This design comes from an exercise in tuning for small area on the open sky130 flow, not from production work.
Function not checked in this run: the RTL went through the layout flow alone.
Power is estimated from default activity; no workload was simulated.

===== run.sh =====
#!/bin/bash
# synth_recipe.tcl (not shown) runs the flow's synth.tcl, then flattens the netlist and writes it again
# the make line also repeats each setting of config.mk as NAME=value (left out here)
make -C /OpenROAD-flow-scripts/flow DESIGN_CONFIG=/design/flow/config.mk WORK_HOME=/design/flow/orfs CLKGATE_MAP_FILE= SYNTH_SCRIPT=/design/flow/synth_recipe.tcl finish

===== config.mk =====
export PLATFORM = sky130hd
export DESIGN_NAME = hdmi_rx
export DESIGN_NICKNAME = hdmi_rx
export VERILOG_FILES = /design/flow/design.v
export SDC_FILE = /design/flow/constraint.sdc
export NUM_CORES = 4
export LEC_CHECK = 0
export CAP_MARGIN = 20
export CORE_MARGIN = 2
export CORE_UTILIZATION = 40
export SLEW_MARGIN = 20

===== constraint.sdc =====
create_clock -name core_clock -period 5.0 [get_ports {clk}]
set_input_delay 1.0000 -clock core_clock [delete_from_list [all_inputs] [get_ports {clk}]]
set_output_delay 1.0000 -clock core_clock [all_outputs]
set_load 0.01 [all_outputs]

===== design.v =====
module DRAM32XN #(parameter data_width = 20)
                 (
                  DATA_IN,
                  ADDRESS,
                  ADDRESS_DP,
                  WRITE_EN,
                  CLK,
                  RST,
                  O_DATA_OUT,
                  O_DATA_OUT_DP);
input [data_width-1:0]DATA_IN;
input [3:0] ADDRESS;
input [3:0] ADDRESS_DP;
input WRITE_EN;
input CLK;
input RST;
output [data_width-1:0]O_DATA_OUT_DP;
output [data_width-1:0]O_DATA_OUT;
reg [data_width-1:0] mem [0:15];
integer i;
always @ (posedge CLK) begin
  if(RST) begin
    for(i = 0; i < 16; i = i + 1)
      mem[i] <= {data_width{1'b0}};
  end else if(WRITE_EN)
    mem[ADDRESS] <= DATA_IN;
end
assign O_DATA_OUT    = mem[ADDRESS];
assign O_DATA_OUT_DP = mem[ADDRESS_DP];
endmodule
`timescale 1 ns / 1ps
module chnlbond (
  input  wire       clk,
  input  wire       rst,
  input  wire [9:0] rawdata,
  input  wire       iamvld,
  input  wire       other_ch0_vld,
  input  wire       other_ch1_vld,
  input  wire       other_ch0_rdy,
  input  wire       other_ch1_rdy,
  output reg        iamrdy,
  output reg [9:0]  sdata
);
  localparam CTRLTOKEN0 = 10'b1101010100;
  localparam CTRLTOKEN1 = 10'b0010101011;
  localparam CTRLTOKEN2 = 10'b0101010100;
  localparam CTRLTOKEN3 = 10'b1010101011;
  wire rawdata_vld;
  assign rawdata_vld = other_ch0_vld & other_ch1_vld & iamvld;
  reg [3:0] wa, ra;
  reg we;
  always @ (posedge clk) begin
    we <= rawdata_vld;
  end
  always @ (posedge clk) begin
    if(rawdata_vld)
      wa <= wa + 1'b1;
    else
      wa <= 4'h0;
  end
  wire [9:0] dpfo_dout;
  DRAM32XN #(.data_width(10))
  cbfifo_i (
         .DATA_IN(rawdata),
         .ADDRESS(wa),
         .ADDRESS_DP(ra),
         .WRITE_EN(we),
         .CLK(clk),
         .RST(rst),
         .O_DATA_OUT(),
         .O_DATA_OUT_DP(dpfo_dout));
  always @ (posedge clk) begin
    sdata <= dpfo_dout;
  end
  reg rcvd_ctkn, rcvd_ctkn_q;  
  reg blnkbgn;  
  always @ (posedge clk) begin
    rcvd_ctkn <= ((sdata == CTRLTOKEN0) || (sdata == CTRLTOKEN1) || (sdata == CTRLTOKEN2) || (sdata == CTRLTOKEN3));
    rcvd_ctkn_q <= rcvd_ctkn;
    blnkbgn <= !rcvd_ctkn_q & rcvd_ctkn;
  end
  wire next_blnkbgn;
  reg skip_line;
  always @ (posedge clk) begin
    if(!rawdata_vld)
      skip_line <= 1'b0;
    else if(blnkbgn)
      skip_line <= 1'b1;
  end
  assign next_blnkbgn = skip_line & blnkbgn;
  always @ (posedge clk) begin
    if(!rawdata_vld)
      iamrdy <= 1'b0;
    else if(next_blnkbgn)
      iamrdy <= 1'b1;
  end
  reg rawdata_vld_q;
  reg rawdata_vld_rising;
  always @ (posedge clk) begin
    rawdata_vld_q <= rawdata_vld;
    rawdata_vld_rising <= rawdata_vld & !rawdata_vld_q;
  end
  reg ra_en;
  always @ (posedge clk) begin
    if(rst)
      ra_en <= 1'b0;
    else if(rawdata_vld_rising || (other_ch0_rdy & other_ch1_rdy & iamrdy))
      ra_en <= 1'b1;
    else if(next_blnkbgn && !(other_ch0_rdy & other_ch1_rdy & iamrdy))
      ra_en <= 1'b0;
  end
  always @ (posedge clk) begin
    if(!rawdata_vld)
      ra <= 4'h0;
    else if(ra_en)
      ra <= ra + 1'b1;
  end
endmodule
`timescale 1 ns / 1ps
module phasealign # (
   parameter CTKNCNTWD   = 4,     
   parameter SRCHTIMERWD = 23     
)
(
   input  wire       rst,
   input  wire       clk,
   input  wire [9:0] sdata,       
   input  wire       psdone,
   input  wire       dcm_ovflw,
   output reg        found_vld_openeye,
   output reg        psen,        
   output reg        psincdec,    
   output reg        psaligned,   
   output reg        psalgnerr
);  
  localparam CTRLTOKEN0 = 10'b1101010100;
  localparam CTRLTOKEN1 = 10'b0010101011;
  localparam CTRLTOKEN2 = 10'b0101010100;
  localparam CTRLTOKEN3 = 10'b1010101011;
  reg rcvd_ctkn, rcvd_ctkn_q;  
  reg blnkbgn;  
  reg [9:0] sdata_q;
  wire tkn0, tkn1, tkn2, tkn3;
  reg tkn0_q, tkn1_q, tkn2_q, tkn3_q;
  assign tkn0 = (sdata_q == CTRLTOKEN0) ? 1'b1 : 1'b0;
  assign tkn1 = (sdata_q == CTRLTOKEN1) ? 1'b1 : 1'b0;
  assign tkn2 = (sdata_q == CTRLTOKEN2) ? 1'b1 : 1'b0;
  assign tkn3 = (sdata_q == CTRLTOKEN3) ? 1'b1 : 1'b0;
  always @ (posedge clk) begin
   tkn0_q <= tkn0;
   tkn1_q <= tkn1;
   tkn2_q <= tkn2;
   tkn3_q <= tkn3;
  end
  always @ (posedge clk) begin
    sdata_q <= sdata;
    rcvd_ctkn <= (tkn0_q || tkn1_q || tkn2_q || tkn3_q);
    rcvd_ctkn_q <= rcvd_ctkn;
    blnkbgn <= !rcvd_ctkn_q & rcvd_ctkn;
  end
  reg [(SRCHTIMERWD-1):0] ctkn_srh_timer;
  reg ctkn_srh_rst;
  always @ (posedge clk) begin
    if (ctkn_srh_rst)
      ctkn_srh_timer <= {SRCHTIMERWD{1'b0}};
    else
      ctkn_srh_timer <= ctkn_srh_timer + 1'b1; 
  end
  reg ctkn_srh_tout;
  always @ (posedge clk) begin
    ctkn_srh_tout <= (ctkn_srh_timer == {SRCHTIMERWD{1'b1}});
  end
  reg [(CTKNCNTWD-1):0] ctkn_counter;
  reg ctkn_cnt_rst;
  always @ (posedge clk) begin
    if(ctkn_cnt_rst)
      ctkn_counter <= {CTKNCNTWD{1'b0}};
    else
      ctkn_counter <= ctkn_counter + 1'b1;
  end
  reg ctkn_cnt_tout;
  always @ (posedge clk) begin
    ctkn_cnt_tout <= (ctkn_counter == {CTKNCNTWD{1'b1}});
  end
  reg init_phs_done;  
  reg [9:0] ps_cnt;
  reg psinc_cnt_en, psdec_cnt_en;
  always @ (posedge clk) begin
    if(rst)
      ps_cnt <= 10'h0;
    else if(psen && psinc_cnt_en)
      ps_cnt <= ps_cnt + 1'b1;
    else if(psen && psdec_cnt_en && init_phs_done)
      ps_cnt <= ps_cnt - 1'b1;
  end
  reg ps_cnt_full;
  always @ (posedge clk) begin
    ps_cnt_full <= ps_cnt[9];
  end
  reg [9:0] openeye_bgn, jtrzone_bgn;
  reg psdec_cnt_end;
  always @ (posedge clk) begin
    psdec_cnt_end <= (ps_cnt == ((openeye_bgn + jtrzone_bgn) >> 1));
  end
  reg found_jtrzone;
  reg [3:0] openeye_counter;  
  localparam OPENEYE_CNTER_RST  = 4'b0000;
  localparam OPENEYE_CNTER_FULL = 4'b0100;
  reg [13:0] cstate;   
  reg [13:0] nstate;
  localparam INITDEC     = 14'b1 << 0;   
  localparam TESTDEC     = 14'b1 << 1;
  localparam INITDECDONE = 14'b1 << 2;  
  localparam IDLE        = 14'b1 << 3;  
  localparam PSINC       = 14'b1 << 4;   
  localparam PSINCDONE   = 14'b1 << 5;   
  localparam TESTOVFLW   = 14'b1 << 6;  
  localparam PSDEC       = 14'b1 << 7;   
  localparam PSDECDONE   = 14'b1 << 8;   
  localparam RCVDCTKN    = 14'b1 << 9;   
  localparam EYEOPENS    = 14'b1 << 10;   
  localparam JTRZONE     = 14'b1 << 11;   
  localparam PSALGND     = 14'b1 << 12;  
  localparam PSALGNERR   = 14'b1 << 13;  
  always @ (posedge clk) begin
    if (rst)
      cstate <= INITDEC; 
    else
      cstate <= nstate;
  end  
  always @ (*) begin
    case (cstate)
      INITDEC: begin
         nstate = TESTDEC;
      end
      TESTDEC: begin
         nstate = INITDECDONE;
      end
      INITDECDONE: begin
        if(psdone)
          nstate = (dcm_ovflw) ? IDLE : INITDEC;
        else
          nstate = INITDECDONE;
      end
      IDLE: begin
        if(blnkbgn)
          nstate = RCVDCTKN;
        else
          if(ctkn_srh_tout)
            nstate = JTRZONE;
          else
            nstate = (ps_cnt_full) ? PSALGNERR : IDLE;
      end
      RCVDCTKN: begin
        if(rcvd_ctkn)
          nstate = (ctkn_cnt_tout) ? EYEOPENS : RCVDCTKN;
        else
          nstate = IDLE;
      end
      EYEOPENS: begin
        nstate = PSINC;
      end 
      JTRZONE: begin
        if(!found_vld_openeye)
          nstate = PSINC;
        else
          nstate = PSDEC;
      end
      PSINC: begin  
        nstate = PSINCDONE;
      end
      PSINCDONE: begin  
        if(psdone)
          nstate = TESTOVFLW; 
        else
          nstate = PSINCDONE;
      end
      TESTOVFLW: begin
         nstate = (dcm_ovflw) ? PSALGNERR : IDLE;
      end
      PSDEC: begin
        nstate = PSDECDONE;
      end
      PSDECDONE: begin
        if(psdone)
          nstate = (psdec_cnt_end) ? PSALGND : PSDEC;
        else
          nstate = PSDECDONE;
      end
      PSALGND: begin   
        nstate = PSALGND;
      end
      PSALGNERR: begin  
        nstate = PSALGNERR;
      end
      default: begin
        nstate = INITDEC;
      end
    endcase
  end
  reg [9:0] last_openeye_pos;
  always @ (posedge clk) begin
    if(rst) begin
      psen               <= 1'b0;  
      psincdec           <= 1'b0;  
      init_phs_done      <= 1'b0;
      psinc_cnt_en       <= 1'b0;  
      psdec_cnt_en       <= 1'b0;  
      openeye_bgn        <= 10'h0;  
      jtrzone_bgn        <= 10'h0;  
      last_openeye_pos   <= 10'h0;
      found_vld_openeye  <= 1'b0;  
      found_jtrzone      <= 1'b0;  
      psalgnerr          <= 1'b0;  
      openeye_counter    <= OPENEYE_CNTER_RST;
      psaligned          <= 1'b0;  
      ctkn_srh_rst       <= 1'b1;  
      ctkn_cnt_rst       <= 1'b1;  
    end else begin
      case (cstate)
        INITDEC: begin
          if(!dcm_ovflw) begin
            psen               <= 1'b1;
            psincdec           <= 1'b0;
          end else begin
            psen               <= 1'b0;
            psincdec           <= 1'b0;
          end
          init_phs_done      <= 1'b0;
        end
        TESTDEC: begin
          psen               <= 1'b0;
          psincdec           <= 1'b0;
          init_phs_done      <= 1'b0;
        end
        INITDECDONE: begin
          psen               <= 1'b0;
          psincdec           <= 1'b0;
          init_phs_done      <= 1'b0;
        end
        IDLE: begin
          psen               <= 1'b0;
          psincdec           <= 1'b1;
          init_phs_done      <= 1'b1;
          psinc_cnt_en       <= 1'b0;  
          psdec_cnt_en       <= 1'b0;  
          psalgnerr          <= 1'b0;  
          psaligned          <= 1'b0;
          ctkn_srh_rst       <= 1'b0;
          ctkn_cnt_rst       <= 1'b1;
        end
        RCVDCTKN: begin
          psen               <= 1'b0;
          psincdec           <= 1'b1;
          psinc_cnt_en       <= 1'b0;  
          psdec_cnt_en       <= 1'b0;  
          psalgnerr          <= 1'b0;  
          psaligned          <= 1'b0;
          ctkn_srh_rst       <= 1'b0;
          ctkn_cnt_rst       <= 1'b0;
        end
        PSINC: begin
          psen               <= 1'b1;
          psincdec           <= 1'b1;
          psinc_cnt_en       <= 1'b1;  
          psdec_cnt_en       <= 1'b0;  
          psalgnerr          <= 1'b0;  
          psaligned          <= 1'b0;
          ctkn_srh_rst       <= 1'b1;
          ctkn_cnt_rst       <= 1'b1;
        end
        PSINCDONE: begin
          psen               <= 1'b0;
          psincdec           <= 1'b1;
          psinc_cnt_en       <= 1'b0;  
          psdec_cnt_en       <= 1'b0;  
          psalgnerr          <= 1'b0;  
          psaligned          <= 1'b0;
          ctkn_srh_rst       <= 1'b1;
          ctkn_cnt_rst       <= 1'b1;
        end
        TESTOVFLW: begin
          psen               <= 1'b0;
          psincdec           <= 1'b1;
          psinc_cnt_en       <= 1'b0;  
          psdec_cnt_en       <= 1'b0;  
          psalgnerr          <= 1'b0;  
          psaligned          <= 1'b0;
          ctkn_srh_rst       <= 1'b1;
          ctkn_cnt_rst       <= 1'b1;
        end
        EYEOPENS: begin
          psen               <= 1'b0;
          psincdec           <= 1'b1;
          psinc_cnt_en       <= 1'b0;  
          psdec_cnt_en       <= 1'b0;  
          if(found_jtrzone) begin
            if((ps_cnt - last_openeye_pos) == 10'b1) begin
              openeye_counter <= openeye_counter + 1'b1;
              if(openeye_counter == OPENEYE_CNTER_FULL)  
                found_vld_openeye <= 1'b1;
            end 
            else begin
              openeye_bgn     <= ps_cnt;
              openeye_counter <= OPENEYE_CNTER_RST;
            end
          end
          last_openeye_pos   <= ps_cnt;
          psalgnerr          <= 1'b0;  
          psaligned          <= 1'b0;
          ctkn_srh_rst       <= 1'b1;
          ctkn_cnt_rst       <= 1'b1;
        end 
        JTRZONE: begin
          psen               <= 1'b0;
          psincdec           <= 1'b1;
          psinc_cnt_en       <= 1'b0;  
          psdec_cnt_en       <= 1'b0;  
          jtrzone_bgn        <= ps_cnt;  
          psalgnerr          <= 1'b0;  
          psaligned          <= 1'b0;
          ctkn_srh_rst       <= 1'b1;
          ctkn_cnt_rst       <= 1'b1;
          found_jtrzone      <= 1'b1;
        end
        PSDEC: begin
          psen               <= 1'b1;
          psincdec           <= 1'b0;
          psinc_cnt_en       <= 1'b0;  
          psdec_cnt_en       <= 1'b1;  
          psalgnerr          <= 1'b0;  
          psaligned          <= 1'b0;
          ctkn_srh_rst       <= 1'b1;
          ctkn_cnt_rst       <= 1'b1;
        end
        PSDECDONE: begin
          psen               <= 1'b0;
          psincdec           <= 1'b0;
          psinc_cnt_en       <= 1'b0;  
          psdec_cnt_en       <= 1'b0;  
          psalgnerr          <= 1'b0;  
          psaligned          <= 1'b0;
          ctkn_srh_rst       <= 1'b1;
          ctkn_cnt_rst       <= 1'b1;
        end
        PSALGND: begin
          psaligned          <= 1'b1;
        end
        PSALGNERR: begin
          psalgnerr          <= 1'b1;  
        end
      endcase
    end 
  end
endmodule
`timescale 1ns / 1ps
module syncer (
  input  wire pclk_x1_in,
  input  wire [9:0] data_raw,       
  input  wire [4:0] idelay_cnt,     
  output wire ps_ce,                
  output wire ps_inc,               
  output reg  bitslip,              
  input  wire other_ch0_vld,  
  input  wire other_ch1_vld,  
  input  wire other_ch0_rdy,  
  input  wire other_ch1_rdy,  
  output wire iamvld,         
  output wire iamrdy,         
  output wire [9:0] vdout,    
  input  wire rst_fsm
);
assign iamvld  = phasealigned;
reg  searchdone_q;
reg  fStartCnt;
reg  [1:0] CntReset;
wire wIntReset;
wire wSearchDone, searchdone_pls;
wire pclk;
wire phasealigned;
wire [9:0] sdata;
wire ps_overflow;
wire psalgnerr;
wire found_vld_openeye;
assign pclk = pclk_x1_in;
assign ps_overflow = (idelay_cnt == 5'b11111) ? 1'b1 : 1'b0;
phasealign #(
  .CTKNCNTWD(4),
  .SRCHTIMERWD(10))
PhaseAlignment (
  .rst(rst_fsm || wIntReset),
  .clk(pclk),
  .sdata(data_raw),
  .psdone(1'b1),
  .dcm_ovflw(ps_overflow),
  .found_vld_openeye(found_vld_openeye),
  .psen(ps_ce),
  .psincdec(ps_inc),
  .psaligned(phasealigned),
  .psalgnerr(psalgnerr)
);
assign wSearchDone = ((ps_overflow == 1'b1) && (psalgnerr == 1'b1)) ? 1'b1 : 1'b0;
always @ (posedge pclk) begin
   searchdone_q <= wSearchDone;
end
assign searchdone_pls = !searchdone_q & wSearchDone;
always @ (posedge pclk) begin
   if(searchdone_pls)
      bitslip <= 1'b1;
   else
      bitslip <= 1'b0;
end
always @ (posedge pclk) begin
  if(searchdone_pls)
    fStartCnt <= 1'b1;
  else if(CntReset == 2'b10)
    fStartCnt <= 1'b0;
end
assign wIntReset = fStartCnt;
always @ (posedge pclk) begin
  if(fStartCnt)
    CntReset <= CntReset + 2'b01;
  else
    CntReset <= 2'b00;
end
chnlbond ChannelBond (
  .clk(pclk),
  .rst(rst_fsm),
  .rawdata(data_raw),
  .iamvld(phasealigned),
  .other_ch0_vld(other_ch0_vld),
  .other_ch1_vld(other_ch1_vld),
  .other_ch0_rdy(other_ch0_rdy),
  .other_ch1_rdy(other_ch1_rdy),
  .iamrdy(iamrdy),
  .sdata(sdata)
);
assign vdout = sdata;
endmodule
`timescale 1ns / 1ps
module decoder
(
  input  wire clk,
  input  wire [9:0] data_raw,
  input  wire data_ready,
  output reg  c0,
  output reg  c1,
  output reg  vde,
  output reg [7:0] vdout
);
localparam  BLANK_TOKEN = 10'b1101010100;
localparam  HSYNC_TOKEN = 10'b0010101011;
localparam  VSYNC_TOKEN = 10'b0101010100;
localparam VHSYNC_TOKEN = 10'b1010101011;  
wire [7:0] data;
assign data = (data_raw[9]) ? ~data_raw[7:0] : data_raw[7:0];
always @ (posedge clk) begin
  if(data_ready) begin
    case (data_raw)
      BLANK_TOKEN: begin
        c0 <= 1'b0;
        c1 <= 1'b0;
        vde <= 1'b0;
      end
      HSYNC_TOKEN: begin
        c0 <= 1'b1;
        c1 <= 1'b0;
        vde <= 1'b0;
      end
      VSYNC_TOKEN: begin
        c0 <= 1'b0;
        c1 <= 1'b1;
        vde <= 1'b0;
      end
      VHSYNC_TOKEN: begin
        c0 <= 1'b1;
        c1 <= 1'b1;
        vde <= 1'b0;
      end
      default: begin
        vdout[0] <= data[0];
        vdout[1] <= (data_raw[8]) ? (data[1] ^ data[0]) : (data[1] ~^ data[0]);
        vdout[2] <= (data_raw[8]) ? (data[2] ^ data[1]) : (data[2] ~^ data[1]);
        vdout[3] <= (data_raw[8]) ? (data[3] ^ data[2]) : (data[3] ~^ data[2]);
        vdout[4] <= (data_raw[8]) ? (data[4] ^ data[3]) : (data[4] ~^ data[3]);
        vdout[5] <= (data_raw[8]) ? (data[5] ^ data[4]) : (data[5] ~^ data[4]);
        vdout[6] <= (data_raw[8]) ? (data[6] ^ data[5]) : (data[6] ~^ data[5]);
        vdout[7] <= (data_raw[8]) ? (data[7] ^ data[6]) : (data[7] ~^ data[6]);
        vde <= 1'b1;
      end
    endcase
  end else begin
    c0 <= 1'b0;
    c1 <= 1'b0;
    vde <= 1'b0;
    vdout <= 8'b00000000;
  end
end
endmodule
`timescale 1ns / 1ps
module hdmi_rx (
  input  wire       clk,           
  input  wire       rst,           
  input  wire [9:0] raw0,          
  input  wire [9:0] raw1,
  input  wire [9:0] raw2,
  input  wire [4:0] dly_cnt0,      
  input  wire [4:0] dly_cnt1,
  input  wire [4:0] dly_cnt2,
  output wire [2:0] dly_ce,        
  output wire [2:0] dly_inc,       
  output wire [2:0] bitslip,       
  output wire [9:0] tmds_d0,       
  output wire [9:0] tmds_d1,
  output wire [9:0] tmds_d2,
  output wire       data_valid,    
  output wire       data_ready,    
  output wire       hsync,         
  output wire       vsync,
  output wire [2:0] vde,
  output wire [7:0] blue,
  output wire [7:0] green,
  output wire [7:0] red
);
wire blue_vld, green_vld, red_vld;
wire blue_rdy, green_rdy, red_rdy;
assign data_valid = blue_vld & green_vld & red_vld;
assign data_ready = blue_rdy & green_rdy & red_rdy;
syncer bluesyncer (
  .pclk_x1_in(clk), .data_raw(raw0), .idelay_cnt(dly_cnt0),
  .ps_ce(dly_ce[0]), .ps_inc(dly_inc[0]), .bitslip(bitslip[0]),
  .other_ch0_vld(green_vld), .other_ch1_vld(red_vld),
  .other_ch0_rdy(green_rdy), .other_ch1_rdy(red_rdy),
  .iamvld(blue_vld), .iamrdy(blue_rdy), .vdout(tmds_d0), .rst_fsm(rst));
syncer greensyncer (
  .pclk_x1_in(clk), .data_raw(raw1), .idelay_cnt(dly_cnt1),
  .ps_ce(dly_ce[1]), .ps_inc(dly_inc[1]), .bitslip(bitslip[1]),
  .other_ch0_vld(blue_vld), .other_ch1_vld(red_vld),
  .other_ch0_rdy(blue_rdy), .other_ch1_rdy(red_rdy),
  .iamvld(green_vld), .iamrdy(green_rdy), .vdout(tmds_d1), .rst_fsm(rst));
syncer redsyncer (
  .pclk_x1_in(clk), .data_raw(raw2), .idelay_cnt(dly_cnt2),
  .ps_ce(dly_ce[2]), .ps_inc(dly_inc[2]), .bitslip(bitslip[2]),
  .other_ch0_vld(blue_vld), .other_ch1_vld(green_vld),
  .other_ch0_rdy(blue_rdy), .other_ch1_rdy(green_rdy),
  .iamvld(red_vld), .iamrdy(red_rdy), .vdout(tmds_d2), .rst_fsm(rst));
wire unused_c0_g, unused_c1_g, unused_c0_r, unused_c1_r;
decoder bluedecoder (.clk(clk), .data_raw(tmds_d0), .data_ready(data_ready),
  .c0(hsync), .c1(vsync), .vde(vde[0]), .vdout(blue));
decoder greendecoder (.clk(clk), .data_raw(tmds_d1), .data_ready(data_ready),
  .c0(unused_c0_g), .c1(unused_c1_g), .vde(vde[1]), .vdout(green));
decoder reddecoder (.clk(clk), .data_raw(tmds_d2), .data_ready(data_ready),
  .c0(unused_c0_r), .c1(unused_c1_r), .vde(vde[2]), .vdout(red));
endmodule

==> impl_metrics.xml <==
<?xml version="1.0" encoding="UTF-8"?>
<metrics>
  <group name="run_status">
    <metric name="run_status" unit="">complete, no violations</metric>
  </group>
  <group name="yosys">
    <metric name="total_standard_cell_area_after_synthesis" unit="sq um">42100</metric>
    <metric name="cell_taking_the_most_area_after_synthesis" unit="">edfxtp_1</metric>
    <metric name="synth-seq-area-share" unit="%">54.8</metric>
    <metric name="async_reset_ff_share" unit="%">0</metric>
    <metric name="postSynthNetCount" unit="">3854</metric>
    <metric name="ys_top_cells_by_area" unit="">edfxtp_1 (34%), dfxtp_1 (21%), mux4_2 (8.1%), and2_1 (7.8%), ha_1 (3.5%)</metric>
    <metric name="ys.flop_type" unit="">edfxtp_1</metric>
    <metric name="post_synth_cell_types" unit="">77</metric>
    <metric name="synth-edff-count" unit="">480</metric>
    <metric name="cell_with_the_most_instances_after_synthesis" unit="">and2_1</metric>
    <metric name="post_synth_most_frequent_cells" unit="">and2_1 (522), edfxtp_1 (480), dfxtp_1 (434)</metric>
    <metric name="synth_top_area_share" unit="%">34.2</metric>
    <metric name="synthCells" unit="">3679</metric>
    <metric name="yosysWarningCount" unit="">5</metric>
    <metric name="synth.avg_cell_area" unit="sq um">11.5</metric>
    <metric name="ys_ff_latch" unit="">914</metric>
  </group>
  <group name="setup_path">
    <metric name="critical_path_required" unit="ns">5.62</metric>
    <metric name="slowest_stage" unit="">a2111oi_2</metric>
    <metric name="worstReg2RegStart" unit="">greensyncer.PhaseAlignment.ps_cnt[0]$_SDFFE_PP0P_</metric>
    <metric name="reg2reg_slack" unit="ns">1.39</metric>
    <metric name="setup.worst_path.end_class" unit="">register</metric>
    <metric name="crit_arrival" unit="ns">4.23</metric>
    <metric name="timing.critical_path.mode_cell" unit="">a2111oi_2</metric>
    <metric name="path_cells" unit="">inv_1, ha_1, fa_1, xnor2_1, a2111o_1, a2111oi_2, o311ai_1, a2111oi_2, o21ai_0, a21oi_1</metric>
    <metric name="crit_path_max_fanout" unit="">12</metric>
    <metric name="criticalPathCategory" unit="">reg -&gt; reg</metric>
    <metric name="timing.reg2reg.worst_path_depth" unit="">10</metric>
    <metric name="reg_to_reg_end" unit="">greensyncer.PhaseAlignment.openeye_bgn[7]$_SDFFE_PP0P_</metric>
    <metric name="critPathLaunchType" unit="">register</metric>
    <metric name="max_stage_delay" unit="ns">0.97</metric>
  </group>
  <group name="cts">
    <metric name="cts-root-buf" unit="">clkbuf_16</metric>
    <metric name="postCtsSetupBuffers" unit="">0</metric>
    <metric name="clkSinkCount" unit="">914</metric>
    <metric name="cts-root-to-sink-buffers" unit="">3</metric>
    <metric name="cts_htree_levels" unit="">3</metric>
    <metric name="cts_tree" unit="">done</metric>
    <metric name="cts_resized" unit="">0</metric>
    <metric name="clock_latency_late_sink" unit="ns">0.69</metric>
    <metric name="clk_pin_slew_worst_paths" unit="ns">0.06</metric>
    <metric name="postCtsHoldBufs" unit="">0</metric>
    <metric name="cts_buffers" unit="">100</metric>
  </group>
  <group name="die">
    <metric name="placeableCoreArea" unit="sq um">105000</metric>
    <metric name="die_x" unit="um">329</metric>
    <metric name="overall_die_area" unit="sq um">108000</metric>
    <metric name="start_util" unit="%">40.2</metric>
    <metric name="site_rows" unit="">119</metric>
    <metric name="dieHeight" unit="um">329</metric>
    <metric name="io_pins" unit="">117</metric>
  </group>
  <group name="timing">
    <metric name="finalHoldViolations" unit="">0</metric>
    <metric name="finalMaxSlewViolations" unit="">0</metric>
    <metric name="max_slew.worst_pin.slew" unit="ns">1.10</metric>
    <metric name="min_period" unit="ns">3.61</metric>
    <metric name="number_of_endpoints_failing_setup_at_the_final_stage" unit="">0</metric>
    <metric name="accumulated_negative_setup_slack" unit="ns">0</metric>
    <metric name="finalWorstSetupSlack" unit="ns">1.39</metric>
    <metric name="rsz0062_at_grt" unit="">no</metric>
    <metric name="layout_worst_path_cycle_share" unit="%">72.2</metric>
    <metric name="final_setup_skew" unit="ns">0.0268</metric>
    <metric name="max_freq" unit="MHz">277</metric>
    <metric name="worst_slew_margin_rel" unit="%">26.4</metric>
  </group>
  <group name="hold_path">
    <metric name="worst_hold_startpoint" unit="">greensyncer.ChannelBond.rcvd_ctkn$_DFF_P_</metric>
    <metric name="hold-path-endpoint" unit="">greensyncer.ChannelBond.rcvd_ctkn_q$_DFF_P_</metric>
    <metric name="hold-path-cell-count" unit="">0</metric>
    <metric name="min_path_type" unit="">reg -&gt; reg</metric>
  </group>
  <group name="power_and_ir_drop">
    <metric name="power.leakage" unit="nW">17.5</metric>
    <metric name="total_power" unit="W">0.0164</metric>
    <metric name="power-per-cell-area" unit="nW/um^2">342</metric>
    <metric name="max-vdd-ir-drop" unit="V">0.000260</metric>
  </group>
  <group name="final_layout">
    <metric name="final_nets" unit="">3898</metric>
    <metric name="multiInputGateArea" unit="sq um">17700</metric>
    <metric name="drive_above_1_share" unit="%">11.5</metric>
    <metric name="fillerInstances" unit="">9486</metric>
    <metric name="flow.area_growth_from_synthesis" unit="%">13.8</metric>
    <metric name="area.sequential" unit="sq um">23100</metric>
    <metric name="finalInstanceArea" unit="sq um">48000</metric>
    <metric name="ant_diodes" unit="">0</metric>
  </group>
  <group name="placed_design">
    <metric name="portBuffers" unit="">116</metric>
    <metric name="detailed_place_hpwl" unit="um">65600</metric>
    <metric name="detailed_place.area" unit="sq um">44500</metric>
    <metric name="gp_congestion" unit="">0.836</metric>
    <metric name="place_ws" unit="ns">1.40</metric>
  </group>
  <group name="route">
    <metric name="antenna_violating_nets_post_route" unit="">0</metric>
    <metric name="routed_wl" unit="um">98000</metric>
    <metric name="viasPerCell" unit="">5.18</metric>
    <metric name="routed-via-count" unit="">27000</metric>
    <metric name="post-route-drc-count" unit="">0</metric>
    <metric name="drt_first_iter_violations" unit="">1911</metric>
    <metric name="routedWlPerCell" unit="um">18.8</metric>
    <metric name="dr.pass1.iters" unit="">5</metric>
  </group>
  <group name="global_route">
    <metric name="grt_first_pass_wirelength" unit="um">154000</metric>
    <metric name="grt_usage" unit="%">18.2</metric>
    <metric name="grt_pass1_vias" unit="">26400</metric>
    <metric name="initial_antenna_violation_count" unit="">1</metric>
    <metric name="globalRoute.totalOverflow" unit="">0</metric>
    <metric name="grt_start_max_net_pins" unit="">44</metric>
  </group>
  <group name="run">
    <metric name="max_cap_violations" unit="">0</metric>
  </group>
</metrics>
-- worst max-delay path by stage --
stage | startpoint | to | slack [ns] | cells after the start
after floorplan | greensyncer.PhaseAlignment.ps_cnt[0]$_SDFFE_PP0P_ | greensyncer.PhaseAlignment.found_vld_openeye$_SDFFE_PP0P_ | 1.91 | 10
after global placement | greensyncer.PhaseAlignment.ps_cnt[0]$_SDFFE_PP0P_ | greensyncer.PhaseAlignment.openeye_bgn[1]$_SDFFE_PP0P_ | 1.38 | 10
after detailed placement | rst | redsyncer.ChannelBond.cbfifo_i.mem[3][2]$_SDFFCE_PN0P_ | 1.40 | 6
after CTS | greensyncer.PhaseAlignment.ps_cnt[0]$_SDFFE_PP0P_ | greensyncer.PhaseAlignment.openeye_bgn[7]$_SDFFE_PP0P_ | 1.38 | 10
after global routing | greensyncer.PhaseAlignment.ps_cnt[0]$_SDFFE_PP0P_ | greensyncer.PhaseAlignment.openeye_bgn[3]$_SDFFE_PP0P_ | 1.09 | 10
final | greensyncer.PhaseAlignment.ps_cnt[0]$_SDFFE_PP0P_ | greensyncer.PhaseAlignment.openeye_bgn[7]$_SDFFE_PP0P_ | 1.39 | 10
-- registers in the layout, indices dropped and copies added, names as in the netlist, 14 cells and up --
signal and count:
bluesyncer.PhaseAlignment.cstate 14, redsyncer.PhaseAlignment.cstate 14, bluesyncer.ChannelBond.cbfifo_i.mem 160, greensyncer.PhaseAlignment.cstate 14, greensyncer.ChannelBond.cbfifo_i.mem 160, redsyncer.ChannelBond.cbfifo_i.mem 160
-- logic make-up after synthesis --
logic type,share of synthesized area (%)
mux,9.41
fa+ha+maj,3.96
xor+xnor,3.45
buf+inv,3.13
compound gates,5.46
simple gates,19.8
flops,54.8
-- layout by cell type (no fill, tap or decap), types with 14 or more instances in the layout --
cell type        instances
o21ai_0                 76
nor2_1                 353
and3_1                  49
nand4_1                 50
and2_1                 522
clkbuf_16              101
clkbuf_1                19
ha_1                   119
nor4_1                  30
a21oi_1                156
buf_4                   41
inv_1                  122
nor3_1                  74
mux2i_1                 53
edfxtp_1               480
nor2b_1                 31
a22oi_1                 22
xor2_1                  78
nand2b_1                33
clkbuf_8                17
dfxtp_1                428
mux4_2                 151
nand2_1                171
clkdlybuf4s50_1        115
or3_1                   17
or4_1                   14
or2_2                   60
nand3_1                101
xnor2_1                 88
clkinv_2                17
-- area by class of cell --
type | instances | area share [%]
Clock buffer | 137 | 5.91
Clock inverter | 52 | 1.26
Inverter | 122 | 0.955
Multi-Input combinational cell | 2428 | 37.0
Sequential cell | 914 | 48.2
Tap cell | 1391 | 3.63
Timing Repair Buffer | 157 | 3.05
-- power breakdown --
group / internal, W / leakage [nW] / total [W] / switching, W
logic: 0.000212 / 7.63 / 0.000571 / 0.000359
clock network: 0.00450 / 1.68 / 0.00762 / 0.00312
registers: 0.00809 / 8.23 / 0.00819 / 0.000103
-- worst max-delay path: cells and delay by family, from the launching register on --
| kind | cells | cell delay (ns) |
|---|---|---|
| buffers and inverters | 1 | 0.12 |
| DFF | 1 | 0.48 |
| AOI/OAI and AO/OA | 6 | 2.15 |
| adders and majority gates | 2 | 0.65 |
| xor gates and xnor gates | 1 | 0.14 |
-- stage by stage --
step,std cells,hold slack (ns),util [%]
floorplan,3679,0.324,-
global placement,5012,0.328,42.5
detailed placement,5012,0.333,42.5
CTS,5201,0.346,45.7
global route,5201,0.350,45.7
finish,5201,0.344,45.7
-- layer usage --
layer	track usage (%)	routed length, um
met4	4.70	1760
met2	29.3	46000
met1	25.8	46000
met3	2.58	4260
met5	0	0

re-timing with driven ports:
How much do the figures lean on ideal ports? The routed layout below was timed once more, with nothing changed but the port constraints.
Step 1 sets driving cells, clkbuf_16 on the clock port and buf_2 on the other inputs (assumed; they add their load-dependent delay and slew).
Step 2 times the ports against the registers' clock, not the clock port: input delays grow and output delays shrink by t, the midpoint of the rising clock arrivals with the driver on.
a / b / c = ideal ports / drivers / drivers and shift; a / b = the first two.
shift t [ns]: 0.738
setup WS [ns]: 1.388 / 1.388 / 1.388
clock arrival spread, ns: 0.031 / 0.031
slew at the worst register clock pin (ns): 0.06 / 0.06
worst data-port slew with drivers (ns): 0.06
After both steps setup and hold are still met in this run. The setup slack of this run moves by 0.000 ns with the drivers and by 0.000 ns with both steps.
